Background: an optimization exercise with open tools, aiming at small area, a short achievable clock period and few clock cycles. Do not read the settings as production practice. Where RTL was checked, it was by simulation tests only, not by an equivalence proof against the original. For run 2, only the layout was checked, not whether the RTL still works.

## flow/design.v (module list and top-level ports; edited modules follow where they fit)
// module mult: 2302 lines
// module mult_fa: 4 lines
// module mult_fa1: 4 lines
// module mult_ha: 4 lines
module mult #(parameter XLEN = 32, parameter NUM_STAGE = 4)
(
    input clock, reset,
    input start,
    input [1:0] sign,
    input [XLEN-1:0] mcand, mplier,
    output [(2*XLEN)-1:0] product,
    output logic done
);
  // ...
==> flow/flow/run.sh <==
#!/bin/bash
set -euo pipefail
bash standard.sh SETUP_SLACK_MARGIN=6.75 "BUFFER_PORTS_ARGS=-buffer_cell sky130_fd_sc_hd__buf_2" finish > flow_make.log 2>&1
==> flow/standard.sh <==
#!/bin/bash
# synth_recipe.tcl (not shown) runs the flow's synth.tcl, then flattens the netlist and writes it again
# the make line also repeats each setting of config.mk as NAME=value (left out here)
make -C /OpenROAD-flow-scripts/flow DESIGN_CONFIG=/design/flow/config.mk WORK_HOME=/design/flow/orfs CLKGATE_MAP_FILE= SYNTH_SCRIPT=/design/flow/synth_recipe.tcl "${@:-finish}"
==> flow/config.mk <==
export PLATFORM = sky130hd
export DESIGN_NAME = mult
export DESIGN_NICKNAME = mult
export VERILOG_FILES = /design/flow/design.v
export SDC_FILE = /design/flow/constraint.sdc
export NUM_CORES = 4
export LEC_CHECK = 0
export ABC_AREA = 1
export CAP_MARGIN = 20
export CORE_MARGIN = 2
export CORE_UTILIZATION = 40
export CTS_CLUSTER_DIAMETER = 100
export CTS_CLUSTER_SIZE = 20
export PLACE_DENSITY = 0.6
export SLEW_MARGIN = 20
export SYNTH_HIERARCHICAL = 1
==> flow/constraint.sdc <==
create_clock -name core_clock -period 10.0 [get_ports {clock}]
set_input_delay 2.0000 -clock core_clock [delete_from_list [all_inputs] [get_ports {clock}]]
set_output_delay 2.0000 -clock core_clock [all_outputs]
set_load 0.01 [all_outputs]
==> impl_metrics.env, run 1 <==
export IMPL_start_util=0.4050
export IMPL_fin_util=0.4507
export IMPL_seqCellArea_um2=7323
export IMPL_hp_start="vld[0]"
export IMPL_crit_top_cell="fa_1"
export IMPL_cts_made_buffers=27
export IMPL_tightest_slew_ns=0.7419
export IMPL_grt_max_degree=36
export IMPL_r2r_end="t4[121]"
export IMPL_multi_input_area_share=0.6556
export IMPL_finalCritPeriodShare=0.3245
export IMPL_grt_use_total=0.2522
export IMPL_synth_warnings=7
export IMPL_place_area_um2=33130
export IMPL_cp_cell_sequence="buf_6 -> o22ai_1 -> xor2_1 -> fa_1 -> fa_1 -> fa_1 -> fa_1"
export IMPL_gp_congestion=0.9017
export IMPL_busiest_layer="met2"
export IMPL_cp_max_fo=33
export IMPL_tritoncts="built"
export IMPL_netlist_area_leader_share=0.3130
export IMPL_syn_nets=3867
export IMPL_die_area_um2=82400
export IMPL_ys_async_sr_fraction=0
export IMPL_nNonClkInverters=256
export IMPL_port_buffers=133
export IMPL_status="finished clean"
export IMPL_critPathTopFamily="adder cells"
export IMPL_grt_pass1_vias=24402
export IMPL_drive_gt1_frac=0.1822
export IMPL_yosys_most_used_dff="dfxtp_1"
export IMPL_hold_depth=2
Testbench counts, summed over its fixed seeds: cycles 7,056.
==> run 2, diff against run 1 <==
--- a/flow/design.v
+++ b/flow/design.v
@@ -1697,340 +1697,17 @@
     mult_fa u482 (.a(t4[188]), .b(t4[189]), .c(t4[190]), .s(s52_482), .co(c52_482));
     wire s53_483, c53_483;
     mult_fa u483 (.a(t4[191]), .b(t4[192]), .c(t4[193]), .s(s53_483), .co(c53_483));
     wire [63:0] row0 = {t4[210], t4[209], t4[207], t4[205], t4[203], t4[201], t4[199], t4[197], t4[195], t4[194], c52_482, c51_481, c50_480, c49_479, c48_478, c47_477, c46_476, c45_475, c44_474, c43_473, c42_472, c41_471, c40_470, c39_469, c38_468, c37_467, c36_466, c35_465, c34_464, c33_463, c32_462, c31_461, c30_460, c29_459, c28_458, c27_457, c26_456, c25_455, c24_454, c23_453, c22_452, c21_451, c20_450, c19_449, c18_448, c17_447, c16_446, c15_445, c14_444, c13_443, c12_442, c11_441, c10_440, c9_439, c8_438, c7_437, c6_436, c5_435, hc4_42, t4[7], t4[4], t4[3], t4[2], t4[0]};
     wire [63:0] row1 = {t4[211], 1'b0, t4[208], t4[206], t4[204], t4[202], t4[200], t4[198], t4[196], c53_483, s53_483, s52_482, s51_481, s50_480, s49_479, s48_478, s47_477, s46_476, s45_475, s44_474, s43_473, s42_472, s41_471, s40_470, s39_469, s38_468, s37_467, s36_466, s35_465, s34_464, s33_463, s32_462, s31_461, s30_460, s29_459, s28_458, s27_457, s26_456, s25_455, s24_454, s23_453, s22_452, s21_451, s20_450, s19_449, s18_448, s17_447, s16_446, s15_445, s14_444, s13_443, s12_442, s11_441, s10_440, s9_439, s8_438, s7_437, s6_436, s5_435, hs4_42, 1'b0, 1'b0, 1'b0, t4[1]};
     logic [63:0] p;
     wire [63:0] sum;
     assign product = p;
-  wire [63:0] kg0 = row0 & row1;
-  wire [63:0] kp0 = row0 ^ row1;
-  wire kG0 = kg0[1] | (kp0[1] & kg0[0]);
-  wire kG1 = kg0[3] | (kp0[3] & kg0[2]);
-  wire kP1 = kp0[3] & kp0[2];
-  wire kG2 = kg0[5] | (kp0[5] & kg0[4]);
-  wire kP2 = kp0[5] & kp0[4];
-  wire kG3 = kg0[7] | (kp0[7] & kg0[6]);
-  wire kP3 = kp0[7] & kp0[6];
-  wire kG4 = kg0[9] | (kp0[9] & kg0[8]);
-  wire kP4 = kp0[9] & kp0[8];
-  wire kG5 = kg0[11] | (kp0[11] & kg0[10]);
-  wire kP5 = kp0[11] & kp0[10];
-  wire kG6 = kg0[13] | (kp0[13] & kg0[12]);
-  wire kP6 = kp0[13] & kp0[12];
-  wire kG7 = kg0[15] | (kp0[15] & kg0[14]);
-  wire kP7 = kp0[15] & kp0[14];
-  wire kG8 = kg0[17] | (kp0[17] & kg0[16]);
-  wire kP8 = kp0[17] & kp0[16];
-  wire kG9 = kg0[19] | (kp0[19] & kg0[18]);
-  wire kP9 = kp0[19] & kp0[18];
-  wire kG10 = kg0[21] | (kp0[21] & kg0[20]);
-  wire kP10 = kp0[21] & kp0[20];
-  wire kG11 = kg0[23] | (kp0[23] & kg0[22]);
-  wire kP11 = kp0[23] & kp0[22];
-  wire kG12 = kg0[25] | (kp0[25] & kg0[24]);
-  wire kP12 = kp0[25] & kp0[24];
-  wire kG13 = kg0[27] | (kp0[27] & kg0[26]);
-  wire kP13 = kp0[27] & kp0[26];
-  wire kG14 = kg0[29] | (kp0[29] & kg0[28]);
-  wire kP14 = kp0[29] & kp0[28];
-  wire kG15 = kg0[31] | (kp0[31] & kg0[30]);
-  wire kP15 = kp0[31] & kp0[30];
-  wire kG16 = kg0[33] | (kp0[33] & kg0[32]);
-  wire kP16 = kp0[33] & kp0[32];
-  wire kG17 = kg0[35] | (kp0[35] & kg0[34]);
-  wire kP17 = kp0[35] & kp0[34];
-  wire kG18 = kg0[37] | (kp0[37] & kg0[36]);
-  wire kP18 = kp0[37] & kp0[36];
-  wire kG19 = kg0[39] | (kp0[39] & kg0[38]);
-  wire kP19 = kp0[39] & kp0[38];
-  wire kG20 = kg0[41] | (kp0[41] & kg0[40]);
-  wire kP20 = kp0[41] & kp0[40];
-  wire kG21 = kg0[43] | (kp0[43] & kg0[42]);
-  wire kP21 = kp0[43] & kp0[42];
-  wire kG22 = kg0[45] | (kp0[45] & kg0[44]);
-  wire kP22 = kp0[45] & kp0[44];
-  wire kG23 = kg0[47] | (kp0[47] & kg0[46]);
-  wire kP23 = kp0[47] & kp0[46];
-  wire kG24 = kg0[49] | (kp0[49] & kg0[48]);
-  wire kP24 = kp0[49] & kp0[48];
-  wire kG25 = kg0[51] | (kp0[51] & kg0[50]);
-  wire kP25 = kp0[51] & kp0[50];
-  wire kG26 = kg0[53] | (kp0[53] & kg0[52]);
-  wire kP26 = kp0[53] & kp0[52];
-  wire kG27 = kg0[55] | (kp0[55] & kg0[54]);
-  wire kP27 = kp0[55] & kp0[54];
-  wire kG28 = kg0[57] | (kp0[57] & kg0[56]);
-  wire kP28 = kp0[57] & kp0[56];
-  wire kG29 = kg0[59] | (kp0[59] & kg0[58]);
-  wire kP29 = kp0[59] & kp0[58];
-  wire kG30 = kg0[61] | (kp0[61] & kg0[60]);
-  wire kP30 = kp0[61] & kp0[60];
-  wire kG31 = kg0[63] | (kp0[63] & kg0[62]);
-  wire kP31 = kp0[63] & kp0[62];
-  wire kG32 = kG1 | (kP1 & kG0);
-  wire kG33 = kG2 | (kP2 & kG1);
-  wire kP33 = kP2 & kP1;
-  wire kG34 = kG3 | (kP3 & kG2);
-  wire kP34 = kP3 & kP2;
-  wire kG35 = kG4 | (kP4 & kG3);
-  wire kP35 = kP4 & kP3;
-  wire kG36 = kG5 | (kP5 & kG4);
-  wire kP36 = kP5 & kP4;
-  wire kG37 = kG6 | (kP6 & kG5);
-  wire kP37 = kP6 & kP5;
-  wire kG38 = kG7 | (kP7 & kG6);
-  wire kP38 = kP7 & kP6;
-  wire kG39 = kG8 | (kP8 & kG7);
-  wire kP39 = kP8 & kP7;
-  wire kG40 = kG9 | (kP9 & kG8);
-  wire kP40 = kP9 & kP8;
-  wire kG41 = kG10 | (kP10 & kG9);
-  wire kP41 = kP10 & kP9;
-  wire kG42 = kG11 | (kP11 & kG10);
-  wire kP42 = kP11 & kP10;
-  wire kG43 = kG12 | (kP12 & kG11);
-  wire kP43 = kP12 & kP11;
-  wire kG44 = kG13 | (kP13 & kG12);
-  wire kP44 = kP13 & kP12;
-  wire kG45 = kG14 | (kP14 & kG13);
-  wire kP45 = kP14 & kP13;
-  wire kG46 = kG15 | (kP15 & kG14);
-  wire kP46 = kP15 & kP14;
-  wire kG47 = kG16 | (kP16 & kG15);
-  wire kP47 = kP16 & kP15;
-  wire kG48 = kG17 | (kP17 & kG16);
-  wire kP48 = kP17 & kP16;
-  wire kG49 = kG18 | (kP18 & kG17);
-  wire kP49 = kP18 & kP17;
-  wire kG50 = kG19 | (kP19 & kG18);
-  wire kP50 = kP19 & kP18;
-  wire kG51 = kG20 | (kP20 & kG19);
-  wire kP51 = kP20 & kP19;
-  wire kG52 = kG21 | (kP21 & kG20);
-  wire kP52 = kP21 & kP20;
-  wire kG53 = kG22 | (kP22 & kG21);
-  wire kP53 = kP22 & kP21;
-  wire kG54 = kG23 | (kP23 & kG22);
-  wire kP54 = kP23 & kP22;
-  wire kG55 = kG24 | (kP24 & kG23);
-  wire kP55 = kP24 & kP23;
-  wire kG56 = kG25 | (kP25 & kG24);
-  wire kP56 = kP25 & kP24;
-  wire kG57 = kG26 | (kP26 & kG25);
-  wire kP57 = kP26 & kP25;
-  wire kG58 = kG27 | (kP27 & kG26);
-  wire kP58 = kP27 & kP26;
-  wire kG59 = kG28 | (kP28 & kG27);
-  wire kP59 = kP28 & kP27;
-  wire kG60 = kG29 | (kP29 & kG28);
-  wire kP60 = kP29 & kP28;
-  wire kG61 = kG30 | (kP30 & kG29);
-  wire kP61 = kP30 & kP29;
-  wire kG62 = kG31 | (kP31 & kG30);
-  wire kP62 = kP31 & kP30;
-  wire kG63 = kG33 | (kP33 & kG0);
-  wire kG64 = kG34 | (kP34 & kG32);
-  wire kG65 = kG35 | (kP35 & kG33);
-  wire kP65 = kP35 & kP33;
-  wire kG66 = kG36 | (kP36 & kG34);
-  wire kP66 = kP36 & kP34;
-  wire kG67 = kG37 | (kP37 & kG35);
-  wire kP67 = kP37 & kP35;
-  wire kG68 = kG38 | (kP38 & kG36);
-  wire kP68 = kP38 & kP36;
-  wire kG69 = kG39 | (kP39 & kG37);
-  wire kP69 = kP39 & kP37;
-  wire kG70 = kG40 | (kP40 & kG38);
-  wire kP70 = kP40 & kP38;
-  wire kG71 = kG41 | (kP41 & kG39);
-  wire kP71 = kP41 & kP39;
-  wire kG72 = kG42 | (kP42 & kG40);
-  wire kP72 = kP42 & kP40;
-  wire kG73 = kG43 | (kP43 & kG41);
-  wire kP73 = kP43 & kP41;
-  wire kG74 = kG44 | (kP44 & kG42);
-  wire kP74 = kP44 & kP42;
-  wire kG75 = kG45 | (kP45 & kG43);
-  wire kP75 = kP45 & kP43;
-  wire kG76 = kG46 | (kP46 & kG44);
-  wire kP76 = kP46 & kP44;
-  wire kG77 = kG47 | (kP47 & kG45);
-  wire kP77 = kP47 & kP45;
-  wire kG78 = kG48 | (kP48 & kG46);
-  wire kP78 = kP48 & kP46;
-  wire kG79 = kG49 | (kP49 & kG47);
-  wire kP79 = kP49 & kP47;
-  wire kG80 = kG50 | (kP50 & kG48);
-  wire kP80 = kP50 & kP48;
-  wire kG81 = kG51 | (kP51 & kG49);
-  wire kP81 = kP51 & kP49;
-  wire kG82 = kG52 | (kP52 & kG50);
-  wire kP82 = kP52 & kP50;
-  wire kG83 = kG53 | (kP53 & kG51);
-  wire kP83 = kP53 & kP51;
-  wire kG84 = kG54 | (kP54 & kG52);
-  wire kP84 = kP54 & kP52;
-  wire kG85 = kG55 | (kP55 & kG53);
-  wire kP85 = kP55 & kP53;
-  wire kG86 = kG56 | (kP56 & kG54);
-  wire kP86 = kP56 & kP54;
-  wire kG87 = kG57 | (kP57 & kG55);
-  wire kP87 = kP57 & kP55;
-  wire kG88 = kG58 | (kP58 & kG56);
-  wire kP88 = kP58 & kP56;
-  wire kG89 = kG59 | (kP59 & kG57);
-  wire kP89 = kP59 & kP57;
-  wire kG90 = kG60 | (kP60 & kG58);
-  wire kP90 = kP60 & kP58;
-  wire kG91 = kG61 | (kP61 & kG59);
-  wire kP91 = kP61 & kP59;
-  wire kG92 = kG62 | (kP62 & kG60);
-  wire kP92 = kP62 & kP60;
-  wire kG93 = kG65 | (kP65 & kG0);
-  wire kG94 = kG66 | (kP66 & kG32);
-  wire kG95 = kG67 | (kP67 & kG63);
-  wire kG96 = kG68 | (kP68 & kG64);
-  wire kG97 = kG69 | (kP69 & kG65);
-  wire kP97 = kP69 & kP65;
-  wire kG98 = kG70 | (kP70 & kG66);
-  wire kP98 = kP70 & kP66;
-  wire kG99 = kG71 | (kP71 & kG67);
-  wire kP99 = kP71 & kP67;
-  wire kG100 = kG72 | (kP72 & kG68);
-  wire kP100 = kP72 & kP68;
-  wire kG101 = kG73 | (kP73 & kG69);
-  wire kP101 = kP73 & kP69;
-  wire kG102 = kG74 | (kP74 & kG70);
-  wire kP102 = kP74 & kP70;
-  wire kG103 = kG75 | (kP75 & kG71);
-  wire kP103 = kP75 & kP71;
-  wire kG104 = kG76 | (kP76 & kG72);
-  wire kP104 = kP76 & kP72;
-  wire kG105 = kG77 | (kP77 & kG73);
-  wire kP105 = kP77 & kP73;
-  wire kG106 = kG78 | (kP78 & kG74);
-  wire kP106 = kP78 & kP74;
-  wire kG107 = kG79 | (kP79 & kG75);
-  wire kP107 = kP79 & kP75;
-  wire kG108 = kG80 | (kP80 & kG76);
-  wire kP108 = kP80 & kP76;
-  wire kG109 = kG81 | (kP81 & kG77);
-  wire kP109 = kP81 & kP77;
-  wire kG110 = kG82 | (kP82 & kG78);
-  wire kP110 = kP82 & kP78;
-  wire kG111 = kG83 | (kP83 & kG79);
-  wire kP111 = kP83 & kP79;
-  wire kG112 = kG84 | (kP84 & kG80);
-  wire kP112 = kP84 & kP80;
-  wire kG113 = kG85 | (kP85 & kG81);
-  wire kP113 = kP85 & kP81;
-  wire kG114 = kG86 | (kP86 & kG82);
-  wire kP114 = kP86 & kP82;
-  wire kG115 = kG87 | (kP87 & kG83);
-  wire kP115 = kP87 & kP83;
-  wire kG116 = kG88 | (kP88 & kG84);
-  wire kP116 = kP88 & kP84;
-  wire kG117 = kG89 | (kP89 & kG85);
-  wire kP117 = kP89 & kP85;
-  wire kG118 = kG90 | (kP90 & kG86);
-  wire kP118 = kP90 & kP86;
-  wire kG119 = kG91 | (kP91 & kG87);
-  wire kP119 = kP91 & kP87;
-  wire kG120 = kG92 | (kP92 & kG88);
-  wire kP120 = kP92 & kP88;
-  wire kG121 = kG97 | (kP97 & kG0);
-  wire kG122 = kG98 | (kP98 & kG32);
-  wire kG123 = kG99 | (kP99 & kG63);
-  wire kG124 = kG100 | (kP100 & kG64);
-  wire kG125 = kG101 | (kP101 & kG93);
-  wire kG126 = kG102 | (kP102 & kG94);
-  wire kG127 = kG103 | (kP103 & kG95);
-  wire kG128 = kG104 | (kP104 & kG96);
-  wire kG129 = kG105 | (kP105 & kG97);
-  wire kP129 = kP105 & kP97;
-  wire kG130 = kG106 | (kP106 & kG98);
-  wire kP130 = kP106 & kP98;
-  wire kG131 = kG107 | (kP107 & kG99);
-  wire kP131 = kP107 & kP99;
-  wire kG132 = kG108 | (kP108 & kG100);
-  wire kP132 = kP108 & kP100;
-  wire kG133 = kG109 | (kP109 & kG101);
-  wire kP133 = kP109 & kP101;
-  wire kG134 = kG110 | (kP110 & kG102);
-  wire kP134 = kP110 & kP102;
-  wire kG135 = kG111 | (kP111 & kG103);
-  wire kP135 = kP111 & kP103;
-  wire kG136 = kG112 | (kP112 & kG104);
-  wire kP136 = kP112 & kP104;
-  wire kG137 = kG113 | (kP113 & kG105);
-  wire kP137 = kP113 & kP105;
-  wire kG138 = kG114 | (kP114 & kG106);
-  wire kP138 = kP114 & kP106;
-  wire kG139 = kG115 | (kP115 & kG107);
-  wire kP139 = kP115 & kP107;
-  wire kG140 = kG116 | (kP116 & kG108);
-  wire kP140 = kP116 & kP108;
-  wire kG141 = kG117 | (kP117 & kG109);
-  wire kP141 = kP117 & kP109;
-  wire kG142 = kG118 | (kP118 & kG110);
-  wire kP142 = kP118 & kP110;
-  wire kG143 = kG119 | (kP119 & kG111);
-  wire kP143 = kP119 & kP111;
-  wire kG144 = kG120 | (kP120 & kG112);
-  wire kP144 = kP120 & kP112;
-  wire kG145 = kG129 | (kP129 & kG0);
-  wire kG146 = kG130 | (kP130 & kG32);
-  wire kG147 = kG131 | (kP131 & kG63);
-  wire kG148 = kG132 | (kP132 & kG64);
-  wire kG149 = kG133 | (kP133 & kG93);
-  wire kG150 = kG134 | (kP134 & kG94);
-  wire kG151 = kG135 | (kP135 & kG95);
-  wire kG152 = kG136 | (kP136 & kG96);
-  wire kG153 = kG137 | (kP137 & kG121);
-  wire kG154 = kG138 | (kP138 & kG122);
-  wire kG155 = kG139 | (kP139 & kG123);
-  wire kG156 = kG140 | (kP140 & kG124);
-  wire kG157 = kG141 | (kP141 & kG125);
-  wire kG158 = kG142 | (kP142 & kG126);
-  wire kG159 = kG143 | (kP143 & kG127);
-  wire kG160 = kG144 | (kP144 & kG128);
-  wire kG161 = kg0[2] | (kp0[2] & kG0);
-  wire kG162 = kg0[4] | (kp0[4] & kG32);
-  wire kG163 = kg0[6] | (kp0[6] & kG63);
-  wire kG164 = kg0[8] | (kp0[8] & kG64);
-  wire kG165 = kg0[10] | (kp0[10] & kG93);
-  wire kG166 = kg0[12] | (kp0[12] & kG94);
-  wire kG167 = kg0[14] | (kp0[14] & kG95);
-  wire kG168 = kg0[16] | (kp0[16] & kG96);
-  wire kG169 = kg0[18] | (kp0[18] & kG121);
-  wire kG170 = kg0[20] | (kp0[20] & kG122);
-  wire kG171 = kg0[22] | (kp0[22] & kG123);
-  wire kG172 = kg0[24] | (kp0[24] & kG124);
-  wire kG173 = kg0[26] | (kp0[26] & kG125);
-  wire kG174 = kg0[28] | (kp0[28] & kG126);
-  wire kG175 = kg0[30] | (kp0[30] & kG127);
-  wire kG176 = kg0[32] | (kp0[32] & kG128);
-  wire kG177 = kg0[34] | (kp0[34] & kG145);
-  wire kG178 = kg0[36] | (kp0[36] & kG146);
-  wire kG179 = kg0[38] | (kp0[38] & kG147);
-  wire kG180 = kg0[40] | (kp0[40] & kG148);
-  wire kG181 = kg0[42] | (kp0[42] & kG149);
-  wire kG182 = kg0[44] | (kp0[44] & kG150);
-  wire kG183 = kg0[46] | (kp0[46] & kG151);
-  wire kG184 = kg0[48] | (kp0[48] & kG152);
-  wire kG185 = kg0[50] | (kp0[50] & kG153);
-  wire kG186 = kg0[52] | (kp0[52] & kG154);
-  wire kG187 = kg0[54] | (kp0[54] & kG155);
-  wire kG188 = kg0[56] | (kp0[56] & kG156);
-  wire kG189 = kg0[58] | (kp0[58] & kG157);
-  wire kG190 = kg0[60] | (kp0[60] & kG158);
-  wire kG191 = kg0[62] | (kp0[62] & kG159);
-  assign sum = {kp0[63] ^ kG191, kp0[62] ^ kG159, kp0[61] ^ kG190, kp0[60] ^ kG158, kp0[59] ^ kG189, kp0[58] ^ kG157, kp0[57] ^ kG188, kp0[56] ^ kG156, kp0[55] ^ kG187, kp0[54] ^ kG155, kp0[53] ^ kG186, kp0[52] ^ kG154, kp0[51] ^ kG185, kp0[50] ^ kG153, kp0[49] ^ kG184, kp0[48] ^ kG152, kp0[47] ^ kG183, kp0[46] ^ kG151, kp0[45] ^ kG182, kp0[44] ^ kG150, kp0[43] ^ kG181, kp0[42] ^ kG149, kp0[41] ^ kG180, kp0[40] ^ kG148, kp0[39] ^ kG179, kp0[38] ^ kG147, kp0[37] ^ kG178, kp0[36] ^ kG146, kp0[35] ^ kG177, kp0[34] ^ kG145, kp0[33] ^ kG176, kp0[32] ^ kG128, kp0[31] ^ kG175, kp0[30] ^ kG127, kp0[29] ^ kG174, kp0[28] ^ kG126, kp0[27] ^ kG173, kp0[26] ^ kG125, kp0[25] ^ kG172, kp0[24] ^ kG124, kp0[23] ^ kG171, kp0[22] ^ kG123, kp0[21] ^ kG170, kp0[20] ^ kG122, kp0[19] ^ kG169, kp0[18] ^ kG121, kp0[17] ^ kG168, kp0[16] ^ kG96, kp0[15] ^ kG167, kp0[14] ^ kG95, kp0[13] ^ kG166, kp0[12] ^ kG94, kp0[11] ^ kG165, kp0[10] ^ kG93, kp0[9] ^ kG164, kp0[8] ^ kG64, kp0[7] ^ kG163, kp0[6] ^ kG63, kp0[5] ^ kG162, kp0[4] ^ kG32, kp0[3] ^ kG161, kp0[2] ^ kG0, kp0[1] ^ kg0[0], kp0[0]};
+    assign sum = row0 + row1;
     always_ff @(posedge clock) begin
         nar <= ~a;
         none[0] <= ~one0_d;
         ntwo[0] <= ~two0_d;
         neg[0] <= neg0_d;
         none[1] <= ~one1_d;
         ntwo[1] <= ~two1_d;
         neg[1] <= neg1_d;
==> flow/flow/run.sh (replaced) <==
#!/bin/bash
set -euo pipefail
bash standard.sh SETUP_SLACK_MARGIN=6.7 "BUFFER_PORTS_ARGS=-buffer_cell sky130_fd_sc_hd__buf_1" finish > flow_make.log 2>&1
==> impl_metrics.env, run 2 <==
export IMPL_status="finished clean"
export IMPL_cts_htree_levels=1
export IMPL_max_cap_violations=0
export IMPL_grt_use_total=0.2617
export IMPL_synth_commonest_cells="xor2_1, nand2_1, o22ai_1, fa_1, inv_1"
export IMPL_synth_cells=3766
export IMPL_rsz0062_at_grt="yes"
export IMPL_dp_hpwl_mm=76.14
export IMPL_clockBufferDepth=3
export IMPL_tritoncts="built"
export IMPL_finalCritPeriodShare=0.3296
export IMPL_period_needed_ns=3.296
export IMPL_max_freq_mhz=303.4
export IMPL_crit_path_end_kind="flop"
export IMPL_pin_count=134
export IMPL_grt_overflow_total=0
export IMPL_grt_pass1_wl_mm=170.7
export IMPL_slew_violations=0
export IMPL_postSynthAreaPerCell_um2=8.907
export IMPL_hold_viol=0
export IMPL_cp_arrival_ns=3.78
export IMPL_die_h_um=293.6
export IMPL_grt_pass1_vias=27353
export IMPL_cts_made_buffers=26
export IMPL_port_buffers=133
export IMPL_nets=4325
export IMPL_clock_latency_ns=0.61
export IMPL_cp_start_kind="flop"
export IMPL_start_util=0.4027
export IMPL_slew_limit_headroom=0.4730
export IMPL_ys_ff_latch=362
export IMPL_setup_viol=0
export IMPL_die_w_um=293.6
export IMPL_via_per_inst=5.626
export IMPL_cts_root_buf="clkbuf_16"
export IMPL_antenna_left=0
export IMPL_syn_cell_area_um2=33540
export IMPL_layout_commonest_cell="xor2_1"
export IMPL_crit_type="reg -> reg"
export IMPL_ys_async_sr_fraction=0
export IMPL_tightest_slew_ns=0.7906
export IMPL_row_count=106
export IMPL_die_area_um2=86190
export IMPL_hold_class="reg -> reg"
export IMPL_cts_sinks=362
export IMPL_syn2layout_area_growth_pct=6.718
export IMPL_clock_skew_ns=0.02149
export IMPL_gp_congestion=0.9531
export IMPL_fin_tns_setup_ns=0
export IMPL_fin_util=0.4298
export IMPL_top_register="t4"
export IMPL_syn_nets=4418
export IMPL_netlist_area_leader_share=0.2817
export IMPL_reg_largest_list="t4: 212 flops, p: 64 flops, nar: 33 flops"
export IMPL_core_area_um2=83290
export IMPL_ys_seq_area_frac=0.2160
export IMPL_synth_area_leader_cell="fa_1"
export IMPL_wl_per_cell_um=23.84
export IMPL_grt_max_degree=36
export IMPL_synth_distinct_cells=25
export IMPL_nFillCells=8163
export IMPL_hold_buffers=0
export IMPL_drive_gt1_frac=0.06023
export IMPL_route_detailed_drc=0
export IMPL_yosys_most_used_dff="dfxtp_1"
export IMPL_clkSlewWorstSetupHoldPaths_ns=0.09
export IMPL_n_antenna_cell=0
export IMPL_drt_first_pass_iters=5
export IMPL_synth_warnings=7
export IMPL_cp_max_fo=33
export IMPL_antenna_found_initial=1
export IMPL_fin_ws_ns=6.704
export IMPL_place_ws_ns=6.601
export IMPL_synth_edff_count=0
export IMPL_largest_register_ffs=212
export IMPL_layout_common_cells="xor2_1, nand2_1, o22ai_1"
export IMPL_vias=26812
export IMPL_crit_required_ns=10.48
export IMPL_totalWireLength_mm=113.6
export IMPL_drtIter0Drc=2749
export IMPL_synth_top_cells_by_area="fa_1, dfxtp_1, xor2_1"
export IMPL_yosysMostFrequentCell="xor2_1"
==> run 2: final timing paths <==
kind	start	endpoint	slack, ns	cells after the start
worst max-delay path	ntwo[7]	t4[169]	6.70	7
worst min-delay path	vld[1]	vld[2]	0.41	2
worst max register to register	ntwo[7]	t4[169]	6.70	7
worst min register to register	vld[1]	vld[2]	0.41	2
==> run 2: routing by layer <==
layer  vias to the layer above  share of wire  track usage
met1                     12924           0.40       0.3453
met2                      1768           0.42       0.3916
met5                         -        0.00011            0
met3                       317           0.13      0.09192
met4                         2          0.045       0.1043
li1                      11801              -            -
==> run 2: per-module statistics from Yosys (local to each module, per instance) <==
module,area (µm²),cells,flip-flops and latches,times used
mult_ha,12.51,1,0,39
mult_fa1,27.53,5,0,12
mult_fa,20.02,1,0,472
mult,23280,3195,362,1
==> run 2: final cells by class <==
cell class	count	area [µm²]	share of cell area
clock buffer	29	703.2	0.01964
tap	1080	1351	0.03775
multi-input combinational	2678	23570	0.6585
clock inverter	12	168.9	0.004719
inverter	396	1486	0.04152
timing repair buffer	209	1216	0.03397
sequential	362	7298	0.2039
==> run 2: worst max-delay path: stages, from the launching register on <==
cell	delay (ns)
dfxtp_1	0.32
buf_4	0.42
o22ai_1	0.19
xor2_1	0.19
fa_1	0.52
fa_1	0.62
fa_1	0.44
fa_1	0.45
==> run 2: cell families (layout without fill, tap and decap cells) <==
logic type / count (synthesis) / in the layout / synth area share
compound gates: 589 / 589 / 0.1075
xor+xnor: 625 / 625 / 0.1632
fa+ha+maj: 583 / 583 / 0.3231
buf+inv: 726 / 646 / 0.08314
flops: 362 / 362 / 0.2160
simple gates: 881 / 881 / 0.1070
==> run 2: repair_timing <==
item,4_1_cts,5_1_grt
setup endpoints to repair,26,41
setup buffers,0,0
gates resized for setup,10,62
==> run 2: through the flow <==
stage	instances	instance area [µm²]	hold WS [ns]
floorplan	3766	33540	0.3290
global placement	4725	34690	0.3918
detailed placement	4725	34690	0.4008
CTS	4766	35590	0.4136
global route	4766	35800	0.4279
finish	4766	35800	0.4089

[re-timing with driven ports]
Ports are ideal in the flow. The routed layouts listed here were re-timed in OpenROAD. Step 1: set_driving_cell puts a clkbuf_16 on clock and a buf_2 on each other input, an assumption about the parent block. Step 2 moves the port delays by t, midway between the first and last clock arrival at a register: inputs arrive t later, outputs are due t later. That takes back most of the time a late clock gives input paths. Slacks: no drivers / after step 1 / after step 2; pairs: no drivers / after step 1.
| run | shift t [ns] | setup WS [ns] | latest minus earliest clock arrival (ns) |
|---|---|---|---|
| run 1 | 0.673 | 6.755 / 6.755 / 6.755 | 0.037 / 0.036 |
| run 2 | 0.659 | 6.704 / 6.704 / 6.704 | 0.022 / 0.023 |
After both steps every run listed still meets setup and hold.
